Context: an optimization exercise on an open-source flow, tuned for small area. The choices shown serve that exercise and are no tape-out recipe. Where RTL was checked, it was by simulation tests only, not by an equivalence proof against the original. No activity file was given, so power comes from the tool's default toggle rates.

==> inputs of branch xenon <==
## v_top
module v_top #(
  parameter CHANNEL_NUM    = 8,
  parameter REQUEST_LINE   = 16,
  parameter CHANNEL_DEPTH  = 4,
  parameter AHB_ADDR_SIZE  = 32,
  parameter AHB_DATA_SIZE  = 32) 
(
  input  logic                     hclk,
  input  logic                     hresetn,
  input  logic                     cg_te,
  output logic                     m_hsel_o,
  output logic [AHB_ADDR_SIZE-1:0] m_haddr_o,
  output logic [AHB_DATA_SIZE-1:0] m_hwdata_o,
  input  logic [AHB_DATA_SIZE-1:0] m_hrdata_i,
  output logic                     m_hwrite_o,
  output logic               [2:0] m_hsize_o,
  output logic               [2:0] m_hburst_o,
  output logic               [3:0] m_hprot_o,
  output logic               [1:0] m_htrans_o,
  output logic                     m_hmastlock_o,
  input  logic                     m_hready_i, 
  input  logic                     m_hresp_i,
  input  logic                     s_hsel_i,
  input  logic [AHB_ADDR_SIZE-1:0] s_haddr_i,
  input  logic [AHB_DATA_SIZE-1:0] s_hwdata_i,
  output logic [AHB_DATA_SIZE-1:0] s_hrdata_o,
  input  logic                     s_hwrite_i,
  input  logic               [2:0] s_hsize_i,
  input  logic               [2:0] s_hburst_i,
  input  logic               [3:0] s_hprot_i,
  input  logic               [1:0] s_htrans_i,
  input  logic                     s_hmastlock_i ,
  output logic                     s_hreadyout_o, 
  input  logic                     s_hready_i, 
  output logic                     s_hresp_o,
  output logic                     grq_o,
  output logic                     erq_o, 
  output logic   [CHANNEL_NUM-1:0] irq_o,  
  input  logic  [REQUEST_LINE-1:0] rreq_i,
  input  logic  [REQUEST_LINE-1:0] wreq_i,
  output logic  [REQUEST_LINE-1:0] rack_o,
  output logic  [REQUEST_LINE-1:0] wack_o,
  output logic                     ready);
export LEC_CHECK = 0
export CAP_MARGIN = 20
export CORE_MARGIN = 2
export CORE_UTILIZATION = 40
export SLEW_MARGIN = 20
create_clock -name core_clock -period 12.0 [get_ports {hclk}]
run.sh (not shown) runs the stock make flow with config.mk's settings and CLKGATE_MAP_FILE= SYNTH_SCRIPT=/design/flow/synth_recipe.tcl, a recipe that flattens the netlist after the stock synthesis.
==> branch sierra: changes against branch xenon <==
==> flow/flow/run.sh (new file) <==
#!/bin/bash
# The standard layout (standard.sh), with clock tree synthesis told not to
# add dummy loads and given its buffer and sink clustering. make's output goes
# to standard.log; ORFS keeps each step's log under orfs/logs.
set -euo pipefail
export CTS_ARGS="-sink_clustering_enable -repair_clock_nets -dont_use_dummy_load -buf_list sky130_fd_sc_hd__clkbuf_16 -sink_clustering_size 24 -sink_clustering_max_diameter 120"
bash standard.sh > standard.log 2>&1
==> flow/standard.sh (new file) <==
#!/bin/bash
# synth_recipe.tcl (not shown) runs the flow's synth.tcl, then flattens the netlist and writes it again
# the make line also repeats each setting of config.mk as NAME=value (left out here)
make -C /OpenROAD-flow-scripts/flow DESIGN_CONFIG=/design/flow/config.mk WORK_HOME=/design/flow/orfs CLKGATE_MAP_FILE= SYNTH_SCRIPT=/design/flow/synth_recipe.tcl "${@:-finish}"
Settings changed: CORE_UTILIZATION 40 to 65.
removed: flow/run.sh
==> branch tundra: changes against branch xenon <==
--- a/flow/design.v
+++ b/flow/design.v
@@ -554,13 +554,13 @@
   assign g_l_last = g_l_next == {1'b0, g_len};
   assign g_r_next = g_d + {1'b0, g_rb};
   assign g_d_next = g_read ? g_r_next : g_d - {1'b0, g_wb};
   assign g_rge_next = g_r_next >= {1'b0, g_wb};
   assign g_wb_ge_rb = g_wbs >= g_rbs;
   assign g_r_full = g_d >= {1'b0, g_wb} - {1'b0, g_rb};
-  assign g_w_done = g_d[8] | (g_rge ? g_d[7:0] <= g_wb : g_d[7:0] == '0);
+  assign g_w_done = g_rge ? ($signed(g_d) <= $signed({1'b0, g_wb})) : ($signed(g_d) <= 0);
   logic [3:0] lane_mask;
   logic [1:0] lane_step;
   logic [1:0] w_rot, r_rot;
   logic [3:0] g_rd_lanes, g_wr_lanes;
   logic [3:0][7:0] g_wr_data, wr_bytes;
   logic [1:0] g_fr_next, g_fw_next;
Settings changed: CTS_BUF_LIST set to sky130_fd_sc_hd__clkbuf_4.
==> qor summary <==
| quantity | branch tundra | branch xenon | branch sierra |
|---|---|---|---|
| Status | finished clean | finished clean | finished clean |
| Routed wire length per instance | 35.3 um | 35.3 um | 38.3 um |
| Fraction of post-synthesis cell area in the top cell type by area | 55.8% | 55.6% | 55.6% |
| Count of inserted antenna diode cells | 45 | 17 | 19 |
| Final layout net count | 13200 | 12600 | 12400 |
| Startpoint of the most critical setup path | v_ahb_master.m_hsize_o[1] | v_ahb_master.m_hsize_o[0] | v_engine.channel_select_next[2] |
| Number of well taps | 5175 | 5197 | 3167 |
| Net switching power | 0.0196 W | 0.0167 W | 0.0151 W |
| Number of buffers created by CTS | 863 | 363 | 156 |
| Worst Setup End Kind | output port | output port | register |
| Cell area after placement | 0.166 mm2 | 0.166 mm2 | 0.163 mm2 |
| Number of cells in the design after placement | 17200 | 17200 | 15100 |
| Buf/Inv on CP | 4 | 4 | 6 |
| Initial cell density of the core | 40.2% | 40.1% | 65.5% |
| Mux contribution to synthesized area | 9.55% | 9.99% | 9.99% |
| Number of antenna violations at the first check in global routing | 51 | 37 | 36 |
| Fraction of area in registers | 54.8% | 54.7% | 58.2% |
| Sw Share | 43.1% | 39.1% | 40.8% |
| Relative area change from synthesis to final layout | 14.7% | 14.2% | 7.42% |
| Final worst slack | 0.820 ns | 2.01 ns | 1.63 ns |
| Share of total power in the clock network | 22.2% | 26.2% | 15.8% |
| Wire length on met2 | 292 mm | 287 mm | 255 mm |
No functional check of the RTL was part of branch tundra.

==> inputs of branch amber <==
Another version of the RTL of v_top (not shown whole).
Settings: LEC_CHECK=0, CAP_MARGIN=20, CORE_MARGIN=2, CORE_UTILIZATION=55, PLACE_DENSITY=0.72, SETUP_SLACK_MARGIN=0.4, SLEW_MARGIN=20; clock period 12.0 ns.
standard.sh (not shown) runs the stock make flow with config.mk's settings and CLKGATE_MAP_FILE= SYNTH_SCRIPT=/design/flow/synth_recipe.tcl, a recipe that flattens the netlist after the stock synthesis.
==> flow/flow/run.sh <==
#!/bin/bash
# Layout flow: the standard flow (standard.sh) with these changes.
#  1. After the standard synthesis, the combinational logic between the
#     registers is mapped again by ABC for area (flow/area.abc). The registers
#     are left as they are: same instances, names and cells. The new netlist
#     is checked against the standard one (registers cut open, ABC proves the
#     logic equal); if that fails the standard netlist is used.
#  2. Clock tree synthesis adds no dummy loads, and uses clkbuf_8 buffers on
#     sink clusters of 14.
#  3. The buffers that placement puts on every input and output port are
#     buf_1 cells.
# Each tool's output goes to a log file of its own in this folder.
set -uo pipefail
R=orfs/results/sky130hd/v_top/base
YOSYS=$FLOW_HOME/../tools/install/yosys/bin/yosys
YABC=$FLOW_HOME/../tools/install/yosys/bin/yosys-abc
LIB=$FLOW_HOME/platforms/sky130hd/lib/sky130_fd_sc_hd__tt_025C_1v80.lib
export BUFFER_PORTS_ARGS="-buffer_cell sky130_fd_sc_hd__buf_1"
export CTS_ARGS="-sink_clustering_enable -repair_clock_nets -dont_use_dummy_load -buf_list sky130_fd_sc_hd__clkbuf_8 -sink_clustering_size 14 -sink_clustering_max_diameter 60"

bash standard.sh synth > synth.log 2>&1 || exit 1
cp $R/1_2_yosys.v standard_netlist.v

DU=""
for c in probe_p_8 probec_p_8 lpflow_bleeder_1 lpflow_clkbufkapwr_1 lpflow_clkbufkapwr_16 \
  lpflow_clkbufkapwr_2 lpflow_clkbufkapwr_4 lpflow_clkbufkapwr_8 lpflow_clkinvkapwr_1 \
  lpflow_clkinvkapwr_16 lpflow_clkinvkapwr_2 lpflow_clkinvkapwr_4 lpflow_clkinvkapwr_8 \
  lpflow_decapkapwr_12 lpflow_decapkapwr_3 lpflow_decapkapwr_4 lpflow_decapkapwr_6 \
  lpflow_decapkapwr_8 lpflow_inputiso0n_1 lpflow_inputiso0p_1 lpflow_inputiso1n_1 \
  lpflow_inputiso1p_1 lpflow_inputisolatch_1 lpflow_isobufsrc_1 lpflow_isobufsrc_16 \
  lpflow_isobufsrc_2 lpflow_isobufsrc_4 lpflow_isobufsrc_8 lpflow_isobufsrckapwr_16 \
  lpflow_lsbuf_lh_hl_isowell_tap_1 lpflow_lsbuf_lh_hl_isowell_tap_2 \
  lpflow_lsbuf_lh_hl_isowell_tap_4 lpflow_lsbuf_lh_isowell_4 lpflow_lsbuf_lh_isowell_tap_1 \
  lpflow_lsbuf_lh_isowell_tap_2 lpflow_lsbuf_lh_isowell_tap_4; do
  DU="$DU -dont_use sky130_fd_sc_hd__$c"
done

cat > remap.ys <<EOT
read_liberty -ignore_miss_func $LIB
read_verilog standard_netlist.v
hierarchy -top v_top
setattr -mod -set keep_hierarchy 1 sky130_fd_sc_hd__df* sky130_fd_sc_hd__edf* sky130_fd_sc_hd__sdf* sky130_fd_sc_hd__sedf* sky130_fd_sc_hd__dl*
flatten
blackbox sky130_fd_sc_hd__*
delete t:\$scopeinfo
opt -purge
abc -script flow/area.abc -liberty $LIB $DU
opt_clean -purge
setundef -zero
hilomap -singleton -hicell sky130_fd_sc_hd__conb_1 HI -locell sky130_fd_sc_hd__conb_1 LO
insbuf -buf sky130_fd_sc_hd__buf_4 A X
splitnets
opt_clean -purge
stat -liberty $LIB
write_verilog -noattr -noexpr -nohex -nodec remapped_netlist.v
EOT
$YOSYS -s remap.ys > remap.log 2>&1

ok=0
if [[ -s remapped_netlist.v ]]; then
  python3 flow/cutff.py standard_netlist.v gold_cut.v > cut.log 2>&1 &&
  python3 flow/cutff.py remapped_netlist.v gate_cut.v >> cut.log 2>&1 &&
  cat > equiv.ys <<EOT &&
read_liberty -ignore_miss_func $LIB
read_verilog gold_cut.v
rename v_top gold
read_verilog gate_cut.v
rename v_top gate
hierarchy -check
flatten gold gate
delete t:\$scopeinfo
opt_clean
miter -equiv -flatten gold gate miter
hierarchy -top miter
opt -fast
techmap
aigmap
write_aiger miter.aig
EOT
  $YOSYS -s equiv.ys > equiv.log 2>&1 &&
  $YABC -c "read_aiger miter.aig; strash; iprove" > iprove.log 2>&1 &&
  grep -q "UNSATISFIABLE" iprove.log && ok=1
fi
if [[ $ok == 1 ]]; then
  echo "remapped netlist proven equal; using it" > remap_result.log
  cp remapped_netlist.v $R/1_2_yosys.v
else
  echo "remapped netlist not proven equal; using the standard netlist" > remap_result.log
fi
rm -f gold_cut.v gate_cut.v miter.aig

bash standard.sh > standard.log 2>&1
==> flow/flow/area.abc <==
&get -n
&st
&deepsyn -T 120
&dch -f
&nf -a -R 1000
&st
&syn2
&dch -f
&nf -a -R 1000
&put
topo
Other scripts of this flow, unchanged in this note and not shown: flow/flow/cutff.py
==> inputs of branch umber, as changes to branch amber <==
==> flow/flow/area.abc (replaced) <==
&get -n
&st
&deepsyn -T 400
&dch -f
&nf -a -R 1000
&st
&syn2
&dch -f
&nf -a -R 1000
&put
topo
--- a/flow/config.mk
+++ b/flow/config.mk
@@ -9,5 +9,4 @@
 export CORE_MARGIN = 2
 export CORE_UTILIZATION = 55
-export PLACE_DENSITY = 0.72
 export SETUP_SLACK_MARGIN = 0.4
 export SLEW_MARGIN = 20
==> run notes <==
status=complete, no violations; Post-Layout Cell Count=15260; r2r setup slk=0.73 ns; area of the multi-input gates=43100 sq um; Cells after Synth=10818; wire length of the first global-routing pass=830 mm; GR Util met1=0.589; sequential cell area share=0.625; Via density=7.43; CP bufs+invs=9; R2R depth=41; post-layout util=0.610; multi-input gate share of the layout cell area=0.276
-- figures above: branch umber

==> run notes <==
sequential cell area share=0.627; area of the multi-input gates=43300 sq um; CP bufs+invs=1; wire length of the first global-routing pass=823 mm; Via density=7.40; status=complete, no violations; multi-input gate share of the layout cell area=0.278
-- figures above: branch amber

-- what the ideal ports hide --
How much do the figures lean on ideal ports? The routed layouts below were timed once more, with nothing changed but the port constraints. Step 1, drivers: a clkbuf_16 drives hclk and a buf_2 each remaining input, both assumed. Step 2 times the ports against the registers' clock, not the clock port: input delays grow and output delays shrink by t, the midpoint of the rising clock arrivals with the driver on. Three values: no drivers, after step 1, after step 2; two values: the first two.
| run | t (ns) | slack for setup (ns) | worst setup path after step 2 |
|---|---|---|---|
| branch xenon | 1.067 | 2.012 / 1.906 / 2.244 | input to register |
| branch sierra | 0.980 | 1.627 / 1.627 / 1.627 | register to register |
| branch tundra | 1.796 | 0.820 / 0.712 / 1.504 | input to register |
| branch amber | 1.226 | 0.736 / 0.736 / 0.434 | input to register |
| branch umber | 1.215 | 0.726 / 0.726 / -0.367 | input to register |
Met with ideal ports but missed after step 2: setup timing in branch umber. The setup slack of branch umber, which loses most, moves by 0.000 ns with the drivers and by -1.093 ns with both steps.
